Source: an optimization exercise on an open RTL-to-GDS flow (aim: small area and a short achievable clock period). Production flows keep margins and buffers that such runs may drop.
Where RTL was checked, it was by simulation tests only, not by an equivalence proof against the original.
Power is estimated from default activity; no workload was simulated.

==> flow/design.v (excerpt) <==
module TIMER_TOP (
	input  wire        sys_clk,
	input  wire        sys_rst_n,
	input  wire        tim_psel,
	input  wire        tim_write,
	input  wire        tim_penable,
	input  wire [11:0] tim_paddr,
	input  wire [31:0] tim_pwdata,
	output wire [31:0] tim_prdata,
	input  wire [3:0]  tim_pstrb,
	output wire        tim_pready,
	output wire        tim_int,
	input  wire        dbg_mode
);
Settings: LEC_CHECK=0, CAP_MARGIN=20, CORE_MARGIN=2, CORE_UTILIZATION=40, CTS_BUF_LIST=sky130_fd_sc_hd__clkbuf_8, SETUP_SLACK_MARGIN=3.0, SLEW_MARGIN=20; clock period 5.5 ns.
standard.sh (not shown) runs the stock make flow with config.mk's settings and CLKGATE_MAP_FILE= SYNTH_SCRIPT=/design/flow/synth_recipe.tcl, a recipe that flattens the netlist after the stock synthesis.
==> flow/flow/run.sh <==
#!/bin/bash
set -euo pipefail
export BUFFER_PORTS_ARGS="-buffer_cell sky130_fd_sc_hd__buf_1"
bash standard.sh "BUFFER_PORTS_ARGS=$BUFFER_PORTS_ARGS" finish > standard_flow.log 2>&1
The first run ran to the end with no violations.
Edit:
Settings changed: SETUP_SLACK_MARGIN 3.0 to 2.9.
After rerunning:
- The changed run completed with no timing, DRC or antenna violations
- die area stays the same
- synthesized area does not change
- maximum frequency decreases slightly
- clock skew went up by 4.3 ps
- sequential cell count is unchanged
- routed wire length goes up by a few percent
- setup slack gets worse by 25 ps
- power fell slightly
- synthesized cell count does not change
- first-iteration DRC count went up by roughly a tenth
No run of this note included a check of the RTL's function; only the layout flow was run.

Another version of the RTL of TIMER_TOP (not shown whole).
For scale: about 1000 cells after synthesis, roughly 190 flip-flops, roughly 8900 µm² of cells after synthesis.
Settings: LEC_CHECK=0, CAP_MARGIN=20, CORE_MARGIN=2, CORE_UTILIZATION=40, SETUP_SLACK_MARGIN=2.9, SLEW_MARGIN=20, TNS_END_PERCENT=0; clock period 5.5 ns.
==> flow/flow/run.sh <==
#!/bin/bash
set -euo pipefail
WD=$PWD
CLUSTER=$(cat flow/cts_cluster_size 2>/dev/null || echo 30)
CTS_EXTRA=$(cat flow/cts_extra 2>/dev/null || true)
export BUFFER_PORTS_ARGS="-buffer_cell sky130_fd_sc_hd__buf_1"
export CTS_ARGS="-sink_clustering_enable -repair_clock_nets -buf_list sky130_fd_sc_hd__clkbuf_8 -dont_use_dummy_load -sink_clustering_size $CLUSTER $CTS_EXTRA"
if [[ -f flow/abc.script ]]; then
  rm -rf "$WD/scripts_abc"
  cp -r "$FLOW_HOME/scripts" "$WD/scripts_abc"
  cp flow/abc.script "$WD/scripts_abc/abc_speed.script"
  bash standard.sh "SCRIPTS_DIR=$WD/scripts_abc" synth > synth_flow.log 2>&1
fi
bash standard.sh "BUFFER_PORTS_ARGS=$BUFFER_PORTS_ARGS" "CTS_ARGS=$CTS_ARGS" finish > standard_flow.log 2>&1
==> flow/flow/abc.script <==
&get -n
&st
&dch
&nf
&put
The first run completed with no timing, DRC or antenna violations.
Rerun with:
- TNS_END_PERCENT: 0 -> default
Outcome: Sequential power barely changes. Combinational power is higher by about 5%. Area after synthesis does not change. Cell area is higher by 1.1%.
Rerun with:
- TNS_END_PERCENT: default -> 30
Result:
- power barely changes
- worst setup slack is worse by 3.6 ps
- global-route usage is higher by 0.18 points
- wire length is lower by 1.9%
- count of clock-buffer cells in the layout stays the same
- hold slack is worse by 19 ps

== wip/sierra ==
TIMER_TOP, a different RTL version from the one above (not shown whole).
For scale: ~1200 cells after synthesis, about 88 I/O pins, roughly 0.0098 mm^2 of cells after synthesis.
export LEC_CHECK = 0
export CAP_MARGIN = 20
export CORE_MARGIN = 2
export CORE_UTILIZATION = 40
export SETUP_SLACK_MARGIN = 2.9
export SLEW_MARGIN = 20
create_clock -name core_clock -period 5.5 [get_ports {sys_clk}]
==> flow/flow/run.sh <==
#!/bin/bash
set -euo pipefail
export BUFFER_PORTS_ARGS="-buffer_cell sky130_fd_sc_hd__buf_1"
bash standard.sh "BUFFER_PORTS_ARGS=$BUFFER_PORTS_ARGS" finish > standard_flow.log 2>&1
wip/sierra finished end to end and its layout was clean on timing, DRC and antenna.
## Diff of input files: wip/lagoon against wip/sierra
- clearing SETUP_SLACK_MARGIN, which used to be 2.9
==> flow/run.sh (new file) <==
#!/bin/bash
# synth_recipe.tcl (not shown) runs the flow's synth.tcl, then flattens the netlist and writes it again
# the make line also repeats each setting of config.mk as NAME=value (left out here)
make -C /OpenROAD-flow-scripts/flow DESIGN_CONFIG=/design/flow/config.mk WORK_HOME=/design/flow/orfs CLKGATE_MAP_FILE= SYNTH_SCRIPT=/design/flow/synth_recipe.tcl finish
removed: flow/flow/run.sh
removed: flow/standard.sh
### Flow results
- From wip/sierra to wip/lagoon the numbers moved as follows: vias per cell decreased by 1.7% relative to the old numbers, placed wire-length estimate increased by 440 um relative to the old numbers, switching power decreased by about 0.3% relative to the old numbers, weighted congestion at the end of routability-driven global placement increased by 0.012 relative to the old numbers, total power density per cell area increased by about 5% relative to the old numbers.
- Aggregate global-route resource usage: wip/lagoon vs wip/sierra down 2.0 points
Modified inputs, wip/garnet compared to wip/lagoon
- setting SETUP_SLACK_MARGIN to 2.5 for the first time
==> flow/flow/run.sh (new file) <==
#!/bin/bash
set -euo pipefail
export BUFFER_PORTS_ARGS="-buffer_cell sky130_fd_sc_hd__buf_1"
bash standard.sh "BUFFER_PORTS_ARGS=$BUFFER_PORTS_ARGS" finish > standard_flow.log 2>&1
==> flow/standard.sh (new file) <==
#!/bin/bash
# synth_recipe.tcl (not shown) runs the flow's synth.tcl, then flattens the netlist and writes it again
# the make line also repeats each setting of config.mk as NAME=value (left out here)
make -C /OpenROAD-flow-scripts/flow DESIGN_CONFIG=/design/flow/config.mk WORK_HOME=/design/flow/orfs CLKGATE_MAP_FILE= SYNTH_SCRIPT=/design/flow/synth_recipe.tcl "${@:-finish}"
removed: flow/run.sh
- Each of the runs, namely wip/lagoon and wip/garnet, reached the end of the flow and came out clean.
- Area added between synthesis and finish, wip/lagoon and wip/garnet, lower one = wip/garnet.
- Worst max-slew margin expressed relative to the limit: wip/garnet vs wip/lagoon up 6.2 points
- [compare] base=wip/lagoon new=wip/garnet: number of global-route vias before repair now sits at about the same level; power went down by 1.6%.
- wip/garnet drops fewer vias than wip/lagoon.
- Diff wip/lagoon -> wip/garnet: combined area of the multi-input logic cells rose by 0.99%, switching power summed over all nets fell by 1.9%, proportion of layout cells with a drive suffix above 1 rose by 0.62 points, maximum root-to-sink buffer count stayed essentially flat.
- Clock-net power essentially unchanged between wip/garnet and wip/lagoon.
- In wip/garnet the share of total power in the clock network turned out 0.3 points lower than in wip/lagoon.

TIMER_TOP, a different RTL version from the one above (not shown whole).
For scale: ~1,100 cells after synthesis, roughly 190 flip-flops, ~88 I/O pins, roughly 10,000 sq um of cells after synthesis.
export LEC_CHECK = 0
export CAP_MARGIN = 20
export CORE_MARGIN = 2
export CORE_UTILIZATION = 40
export CTS_BUF_LIST = sky130_fd_sc_hd__clkbuf_8
export SETUP_SLACK_MARGIN = 0
export SLEW_MARGIN = 20
create_clock -name core_clock -period 5.5 [get_ports {sys_clk}]
==> flow/flow/run.sh <==
#!/bin/bash
set -euo pipefail
export BUFFER_PORTS_ARGS="-buffer_cell sky130_fd_sc_hd__buf_1"
bash standard.sh "BUFFER_PORTS_ARGS=$BUFFER_PORTS_ARGS" finish > standard_flow.log 2>&1
Change:
--- a/flow/config.mk
+++ b/flow/config.mk
@@ -10,4 +10,4 @@
 export CORE_UTILIZATION = 40
 export CTS_BUF_LIST = sky130_fd_sc_hd__clkbuf_8
-export SETUP_SLACK_MARGIN = 0
+export SETUP_SLACK_MARGIN = 2.9
 export SLEW_MARGIN = 20
Core utilization increases by 1.2 points.
Non-clock buffer count increases by 21.
Global-route usage increases by 0.83 points.
Cell area increases by 2.7%.
Synthesized area is unchanged.
Change:
==> flow/flow/run.sh (replaced) <==
#!/bin/bash
set -euo pipefail
WD=$PWD
CLUSTER=$(cat flow/cts_cluster_size 2>/dev/null || echo 30)
CTS_EXTRA=$(cat flow/cts_extra 2>/dev/null || true)
export BUFFER_PORTS_ARGS="-buffer_cell sky130_fd_sc_hd__buf_1"
export CTS_ARGS="-sink_clustering_enable -repair_clock_nets -buf_list sky130_fd_sc_hd__clkbuf_8 -dont_use_dummy_load -sink_clustering_size $CLUSTER $CTS_EXTRA"
if [[ -f flow/abc.script ]]; then
  rm -rf "$WD/scripts_abc"
  cp -r "$FLOW_HOME/scripts" "$WD/scripts_abc"
  cp flow/abc.script "$WD/scripts_abc/abc_speed.script"
  bash standard.sh "SCRIPTS_DIR=$WD/scripts_abc" synth > synth_flow.log 2>&1
fi
bash standard.sh "BUFFER_PORTS_ARGS=$BUFFER_PORTS_ARGS" "CTS_ARGS=$CTS_ARGS" finish > standard_flow.log 2>&1
==> flow/flow/abc.script (new file) <==
&get -n
&st
&dch
&nf
&put
==> flow/flow/cts_cluster_size (new file) <==
30
==> flow/flow/cts_extra (new file) <==
-sink_buffer_max_cap_derate 0.05
--- a/flow/config.mk
+++ b/flow/config.mk
@@ -9,5 +9,4 @@
 export CORE_MARGIN = 2
 export CORE_UTILIZATION = 40
-export CTS_BUF_LIST = sky130_fd_sc_hd__clkbuf_8
 export SETUP_SLACK_MARGIN = 2.9
 export SLEW_MARGIN = 20
Sequential power falls by about 3%.
Wire length drops by 6.2%.
Synthesized cell count drops by 6.1%.
Clock-buffer cell count goes down by 5.
Flip-flop and latch count stays the same.
Setup slack is better by 23 ps.
Critical path depth fell by 3.
Combinational power shrinks by 37%.
Cell count came out lower by 1.4%.
Change:
--- a/flow/config.mk
+++ b/flow/config.mk
@@ -8,5 +8,6 @@
 export CAP_MARGIN = 20
 export CORE_MARGIN = 2
-export CORE_UTILIZATION = 40
+export CORE_UTILIZATION = 70
+export PLACE_DENSITY = 0.85
 export SETUP_SLACK_MARGIN = 2.9
 export SLEW_MARGIN = 20
removed: flow/flow/cts_cluster_size
removed: flow/flow/cts_extra
- synthesized cell count stays the same
- area after synthesis does not change
- combinational power goes down by about 3%
- wire length goes down by about 9%
Change:
--- a/flow/flow/run.sh
+++ b/flow/flow/run.sh
@@ -3,7 +3,6 @@
 WD=$PWD
 CLUSTER=$(cat flow/cts_cluster_size 2>/dev/null || echo 30)
-CTS_EXTRA=$(cat flow/cts_extra 2>/dev/null || true)
 export BUFFER_PORTS_ARGS="-buffer_cell sky130_fd_sc_hd__buf_1"
-export CTS_ARGS="-sink_clustering_enable -repair_clock_nets -buf_list sky130_fd_sc_hd__clkbuf_8 -dont_use_dummy_load -sink_clustering_size $CLUSTER $CTS_EXTRA"
+export CTS_ARGS="-sink_clustering_enable -repair_clock_nets -buf_list sky130_fd_sc_hd__clkbuf_8 -dont_use_dummy_load -sink_clustering_size $CLUSTER"
 if [[ -f flow/abc.script ]]; then
   rm -rf "$WD/scripts_abc"
==> flow/flow/cts_cluster_size (new file) <==
45
--- a/flow/config.mk
+++ b/flow/config.mk
@@ -8,6 +8,5 @@
 export CAP_MARGIN = 20
 export CORE_MARGIN = 2
-export CORE_UTILIZATION = 70
-export PLACE_DENSITY = 0.85
+export CORE_UTILIZATION = 40
 export SETUP_SLACK_MARGIN = 2.9
 export SLEW_MARGIN = 20
What happened:
- global-route usage falls by 14 points
- wire length rises by roughly a tenth
- die area rises by well over a third
Change:
--- a/flow/flow/run.sh
+++ b/flow/flow/run.sh
@@ -3,6 +3,7 @@
 WD=$PWD
 CLUSTER=$(cat flow/cts_cluster_size 2>/dev/null || echo 30)
+CTS_EXTRA=$(cat flow/cts_extra 2>/dev/null || true)
 export BUFFER_PORTS_ARGS="-buffer_cell sky130_fd_sc_hd__buf_1"
-export CTS_ARGS="-sink_clustering_enable -repair_clock_nets -buf_list sky130_fd_sc_hd__clkbuf_8 -dont_use_dummy_load -sink_clustering_size $CLUSTER"
+export CTS_ARGS="-sink_clustering_enable -repair_clock_nets -buf_list sky130_fd_sc_hd__clkbuf_8 -dont_use_dummy_load -sink_clustering_size $CLUSTER $CTS_EXTRA"
 if [[ -f flow/abc.script ]]; then
   rm -rf "$WD/scripts_abc"
==> flow/flow/abc.script (replaced) <==
&get -n
&st
&syn2
&dch
&nf
&put
removed: flow/flow/cts_cluster_size
- core utilization went up by 0.72 points
- area after synthesis went down slightly
- die area went down slightly
- power went up by a few percent
- routed wire length went down by a few percent
- worst setup slack is worse by 28 ps
- final area went down slightly
- via count went down by a few percent
- global-route usage went down by 1.4 points
- final cell count went down by a few percent

job 6638:
The RTL this note starts from:
==> flow/design.v <==
module TIMER_TOP (
	input  wire        sys_clk,
	input  wire        sys_rst_n,
	input  wire        tim_psel,
	input  wire        tim_write,
	input  wire        tim_penable,
	input  wire [11:0] tim_paddr,
	input  wire [31:0] tim_pwdata,
	output wire [31:0] tim_prdata,
	input  wire [3:0]  tim_pstrb,
	output wire        tim_pready,
	output wire        tim_int,
	input  wire        dbg_mode
);
	reg apb_wait;    
	reg rdy_rd;      
	reg rdy_wr;      
	always @(posedge sys_clk or negedge sys_rst_n) begin
		if (~sys_rst_n) begin
			apb_wait <= 1'b0;
			rdy_rd   <= 1'b0;
			rdy_wr   <= 1'b0;
		end else begin
			apb_wait <= tim_psel & ~tim_penable;
			rdy_rd   <= apb_wait & ~tim_write;
			rdy_wr   <= apb_wait &  tim_write;
		end
	end
	assign tim_pready = rdy_rd | rdy_wr;
	reg sel_tcr, sel_tdr0, sel_tdr1, sel_tcmp0, sel_tcmp1, sel_tier, sel_tisr, sel_thcsr;
	wire addr_hi0 = (tim_paddr[11:5] == 7'd0) & (tim_paddr[1:0] == 2'd0);
	always @(posedge sys_clk) begin
		sel_tcr   <= addr_hi0 & (tim_paddr[4:2] == 3'd0);
		sel_tdr0  <= addr_hi0 & (tim_paddr[4:2] == 3'd1);
		sel_tdr1  <= addr_hi0 & (tim_paddr[4:2] == 3'd2);
		sel_tcmp0 <= addr_hi0 & (tim_paddr[4:2] == 3'd3);
		sel_tcmp1 <= addr_hi0 & (tim_paddr[4:2] == 3'd4);
		sel_tier  <= addr_hi0 & (tim_paddr[4:2] == 3'd5);
		sel_tisr  <= addr_hi0 & (tim_paddr[4:2] == 3'd6);
		sel_thcsr <= addr_hi0 & (tim_paddr[4:2] == 3'd7);
	end
	wire [31:0] wdata = tim_pwdata & {{8{tim_pstrb[3]}}, {8{tim_pstrb[2]}}, {8{tim_pstrb[1]}}, {8{tim_pstrb[0]}}};
	wire we_tcr   = rdy_wr & sel_tcr;
	wire we_tdr0  = rdy_wr & sel_tdr0;
	wire we_tdr1  = rdy_wr & sel_tdr1;
	wire we_tcmp0 = rdy_wr & sel_tcmp0;
	wire we_tcmp1 = rdy_wr & sel_tcmp1;
	wire we_tier  = rdy_wr & sel_tier;
	wire we_tisr  = rdy_wr & sel_tisr;
	wire we_thcsr = rdy_wr & sel_thcsr;
	reg       timer_en;
	reg       div_en;
	reg [3:0] div_val;
	wire tcr_same   = {wdata[11:8], wdata[1]} == {div_val, div_en};
	wire tcr_gt8    = wdata[11] & (|wdata[10:8]);
	wire tcr_en_we  = we_tcr & tcr_same;
	wire tcr_div_we = we_tcr & ~wdata[0] & ~timer_en & ~tcr_gt8;
	always @(posedge sys_clk or negedge sys_rst_n) begin
		if (~sys_rst_n) begin
			timer_en <= 1'b0;
		end else if (tcr_en_we) begin
			timer_en <= wdata[0];
		end
	end
	always @(posedge sys_clk or negedge sys_rst_n) begin
		if (~sys_rst_n) begin
			div_en   <= 1'b0;
			div_val  <= 4'd1;
		end else if (tcr_div_we) begin
			div_en   <= wdata[1];
			div_val  <= wdata[11:8];
		end
	end
	reg int_en, int_st, halt_req;
	wire halt_ack = halt_req & dbg_mode;
	always @(posedge sys_clk or negedge sys_rst_n) begin
		if (~sys_rst_n) begin
			int_en   <= 1'b0;
			halt_req <= 1'b0;
		end else begin
			if (we_tier)  int_en   <= wdata[0];
			if (we_thcsr) halt_req <= wdata[0];
		end
	end
	assign tim_int = int_st & int_en;
	reg [7:0] p;
	reg       p_tc;
	wire [7:1] p_ones;    
	assign p_ones[1] = p[1];
	genvar gi;
	generate
		for (gi = 2; gi < 8; gi = gi + 1) begin : g_pones
			assign p_ones[gi] = p_ones[gi-1] & p[gi];
		end
	endgenerate
	reg p_before_tc;      
	always @(*) begin
		case (div_val)
			4'd1: p_before_tc = ~p[0];
			4'd2: p_before_tc = ~p[0] & p_ones[1];
			4'd3: p_before_tc = ~p[0] & p_ones[2];
			4'd4: p_before_tc = ~p[0] & p_ones[3];
			4'd5: p_before_tc = ~p[0] & p_ones[4];
			4'd6: p_before_tc = ~p[0] & p_ones[5];
			4'd7: p_before_tc = ~p[0] & p_ones[6];
			4'd8: p_before_tc = ~p[0] & p_ones[7];
			default: p_before_tc = 1'b0;
		endcase
	end
	wire div_zero = (div_val == 4'd0);
	always @(posedge sys_clk) begin
		if (~timer_en) begin
			p    <= 8'd0;
			p_tc <= div_zero;
		end else if (~halt_ack) begin
			p    <= p_tc ? 8'd0 : p + 8'd1;
			p_tc <= p_tc ? div_zero : p_before_tc;
		end
	end
	wire cnt_en = timer_en & ~halt_ack & (~div_en | p_tc);
	reg timer_en_d;
	reg [31:0] cnt_lo, cnt_hi;
	wire clr = timer_en_d & ~timer_en;
	wire lo_ones = &cnt_lo;
	always @(posedge sys_clk) begin
		timer_en_d <= timer_en;
	end
	wire [63:0] cnt = {cnt_hi, cnt_lo};
	wire [63:0] ones_below;    
	wire [7:0]  blk_ones;      
	genvar bi, bk;
	generate
		for (bi = 0; bi < 8; bi = bi + 1) begin : g_blk
			assign blk_ones[bi] = &cnt[8*bi+7:8*bi];
			for (bk = 0; bk < 8; bk = bk + 1) begin : g_bit
				if (bi == 0 && bk == 0)
					assign ones_below[0] = 1'b1;
				else if (bk == 0)
					assign ones_below[8*bi] = &blk_ones[bi-1:0];
				else
					assign ones_below[8*bi+bk] = ones_below[8*bi] & (&cnt[8*bi+bk-1:8*bi]);
			end
		end
	endgenerate
	wire [63:0] cnt_inc = cnt ^ ({64{cnt_en}} & ones_below);
	always @(posedge sys_clk or negedge sys_rst_n) begin
		if (~sys_rst_n) begin
			cnt_lo <= 32'd0;
			cnt_hi <= 32'd0;
		end else if (clr) begin
			cnt_lo <= 32'd0;
			cnt_hi <= 32'd0;
		end else begin
			cnt_lo <= we_tdr0 ? wdata : cnt_inc[31:0];
			cnt_hi <= we_tdr1 ? wdata : cnt_inc[63:32];
		end
	end
	reg [31:0] tcmp0_n, tcmp1_n;
	always @(posedge sys_clk or negedge sys_rst_n) begin
		if (~sys_rst_n) begin
			tcmp0_n <= 32'h0;
			tcmp1_n <= 32'h0;
		end else begin
			if (we_tcmp0) tcmp0_n <= ~wdata;
			if (we_tcmp1) tcmp1_n <= ~wdata;
		end
	end
	wire [31:0] tcmp0 = ~tcmp0_n, tcmp1 = ~tcmp1_n;
	wire cmp = ({tcmp1, tcmp0} == {cnt_hi, cnt_lo});
	always @(posedge sys_clk or negedge sys_rst_n) begin
		if (~sys_rst_n) begin
			int_st <= 1'b0;
		end else if (we_tisr & wdata[0]) begin
			int_st <= 1'b0;
		end else if (int_en & cmp) begin
			int_st <= 1'b1;
		end
	end
	assign tim_prdata =
		  ({32{sel_tcr}}   & {20'd0, div_val, 6'd0, div_en, timer_en})
		| ({32{sel_tdr0}}  & cnt_lo)
		| ({32{sel_tdr1}}  & cnt_hi)
		| ({32{sel_tcmp0}} & tcmp0)
		| ({32{sel_tcmp1}} & tcmp1)
		| ({32{sel_tier}}  & {31'd0, int_en})
		| ({32{sel_tisr}}  & {31'd0, int_st})
		| ({32{sel_thcsr}} & {30'd0, halt_ack, halt_req});
endmodule
clock: 5.5 ns
lec_check: 0
cap_margin: 20
core_margin: 2
core_utilization: 40
cts_buf_list: sky130_fd_sc_hd__clkbuf_8
slew_margin: 20
==> flow/flow/run.sh <==
#!/bin/bash
set -euo pipefail
export BUFFER_PORTS_ARGS="-buffer_cell sky130_fd_sc_hd__buf_1"
bash standard.sh "BUFFER_PORTS_ARGS=$BUFFER_PORTS_ARGS" finish > standard_flow.log 2>&1
Job 6638: done, clean on timing, DRC and antenna
The inputs of job 8385 differ from those of job 6638 as listed below.
-- flow/config.mk --
<<< job 6638, line 11
export CTS_BUF_LIST = sky130_fd_sc_hd__clkbuf_8
>>> job 8385, line 11
export SETUP_SLACK_MARGIN = 2.8
Results
Compared with job 6638, job 8385 shows a lower count of cell instances traversed by the critical path.
Per the comparison of job 8385 with job 6638, core utilization shows an increase of 4.5 points, global-route usage climbed 0.82 points.
Comparing job 6638 and job 8385, the lower via density per instance is on job 6638.
Wire length of the first global-routing pass was lower in the run labelled job 6638.
Per the comparison of job 8385 with job 6638, total power consumption of the routed design increased 300 uW; share of total power in the clock network increased 7.1 points; power per cell area increased 2.9%; final area increased about 10%.
### job 8385 -> job 7268
-- flow/config.mk --
<<< job 8385, line 11
export SETUP_SLACK_MARGIN = 2.8
>>> job 7268, line 11
export SETUP_SLACK_MARGIN = 0
Job 7268 finished every stage and its layout cleared the timing, design-rule and antenna checks.
As far as register bit total from synthesis goes, job 8385 and job 7268 are indistinguishable; the numbers are identical.
Job 7268 -> job 8385: number of buffer and inverter instances along the worst setup path delta 0, exact match
Comparing job 8385 and job 7268, the higher count of multi-input gates was measured on job 8385.
Between job 8385 and job 7268, the switching fraction of total power is higher for job 7268.
Compared with job 8385, job 7268 ends up with less cell area.
| cell internal power dissipation | job 7268 vs job 8385 | ≈ equal |
Clock group power: job 7268 vs job 8385, no meaningful difference
Sequential share of cell area: job 7268 > job 8385
Comparing fraction of power consumed by the clock network for job 8385 and job 7268, the smaller number came from job 8385.
The met3 layer wire length in the routed design number comes out higher for job 8385 vs job 7268.
Re worst setup margin: job 7268 is 320 ps down on job 8385.
No run of this note included a check of the RTL's function; only the layout flow was run.

## port drivers added, routing unchanged
How much do the figures lean on ideal ports? The routed layouts below were timed once more, with nothing changed but the port constraints. Step 1: set_driving_cell puts a clkbuf_16 on sys_clk and a buf_2 on each other input, an assumption about the parent block. Step 2 times the ports against the registers' clock, not the clock port: input delays grow and output delays shrink by t, the midpoint of the rising clock arrivals with the driver on. Three values: ideal ports, drivers, drivers and shift; two values: the first two.
run	t (ns)	setup WS [ns]	worst hold slack (ns)	latest minus earliest clock arrival (ns)	worst data-port slew with drivers (ns)
the first run of note 1	0.518	2.786 / 2.810 / 2.292	0.490 / 0.490 / 0.490	0.013 / 0.013	0.04
the second run of note 1	0.524	2.762 / 2.787 / 2.263	0.482 / 0.482 / 0.482	0.017 / 0.017	0.04
the first run of note 2	0.512	2.896 / 2.876 / 2.456	0.428 / 0.428 / 0.428	0.027 / 0.027	0.04
the second run of note 2	0.503	2.910 / 2.861 / 2.476	0.440 / 0.440 / 0.440	0.030 / 0.030	0.06
the third run of note 2	0.510	2.907 / 2.885 / 2.511	0.422 / 0.422 / 0.422	0.030 / 0.029	0.04
wip/sierra	0.497	2.816 / 2.783 / 2.503	0.493 / 0.493 / 0.493	0.015 / 0.015	0.03
wip/lagoon	0.478	1.635 / 1.591 / 1.559	0.476 / 0.476 / 0.476	0.009 / 0.008	0.04
wip/garnet	0.481	2.600 / 2.600 / 2.269	0.481 / 0.481 / 0.481	0.016 / 0.016	0.04
the first run of note 4	0.521	2.368 / 2.388 / 1.867	0.491 / 0.491 / 0.491	0.020 / 0.020	0.04
the second run of note 4	0.521	2.899 / 2.891 / 2.428	0.480 / 0.480 / 0.480	0.028 / 0.028	0.04
the third run of note 4	0.504	2.921 / 2.883 / 2.494	0.430 / 0.430 / 0.430	0.039 / 0.039	0.06
the fourth run of note 4	0.500	2.918 / 2.878 / 2.447	0.452 / 0.452 / 0.452	0.028 / 0.029	0.07
the fifth run of note 4	0.504	2.921 / 2.883 / 2.494	0.430 / 0.430 / 0.430	0.039 / 0.039	0.06
the sixth run of note 4	0.506	2.894 / 2.850 / 2.469	0.444 / 0.444 / 0.444	0.032 / 0.033	0.06
job 6638	0.512	2.179 / 2.133 / 2.067	0.481 / 0.481 / 0.481	0.015 / 0.014	0.05
job 8385	0.491	2.544 / 2.512 / 2.319	0.477 / 0.477 / 0.477	0.015 / 0.015	0.04
job 7268	0.481	2.228 / 2.179 / 2.053	0.475 / 0.475 / 0.475	0.011 / 0.012	0.04
After both steps setup and hold are still met in every run listed. The setup slack of the first run of note 4, which loses most, moves by +0.020 ns with the drivers and by -0.501 ns with both steps.
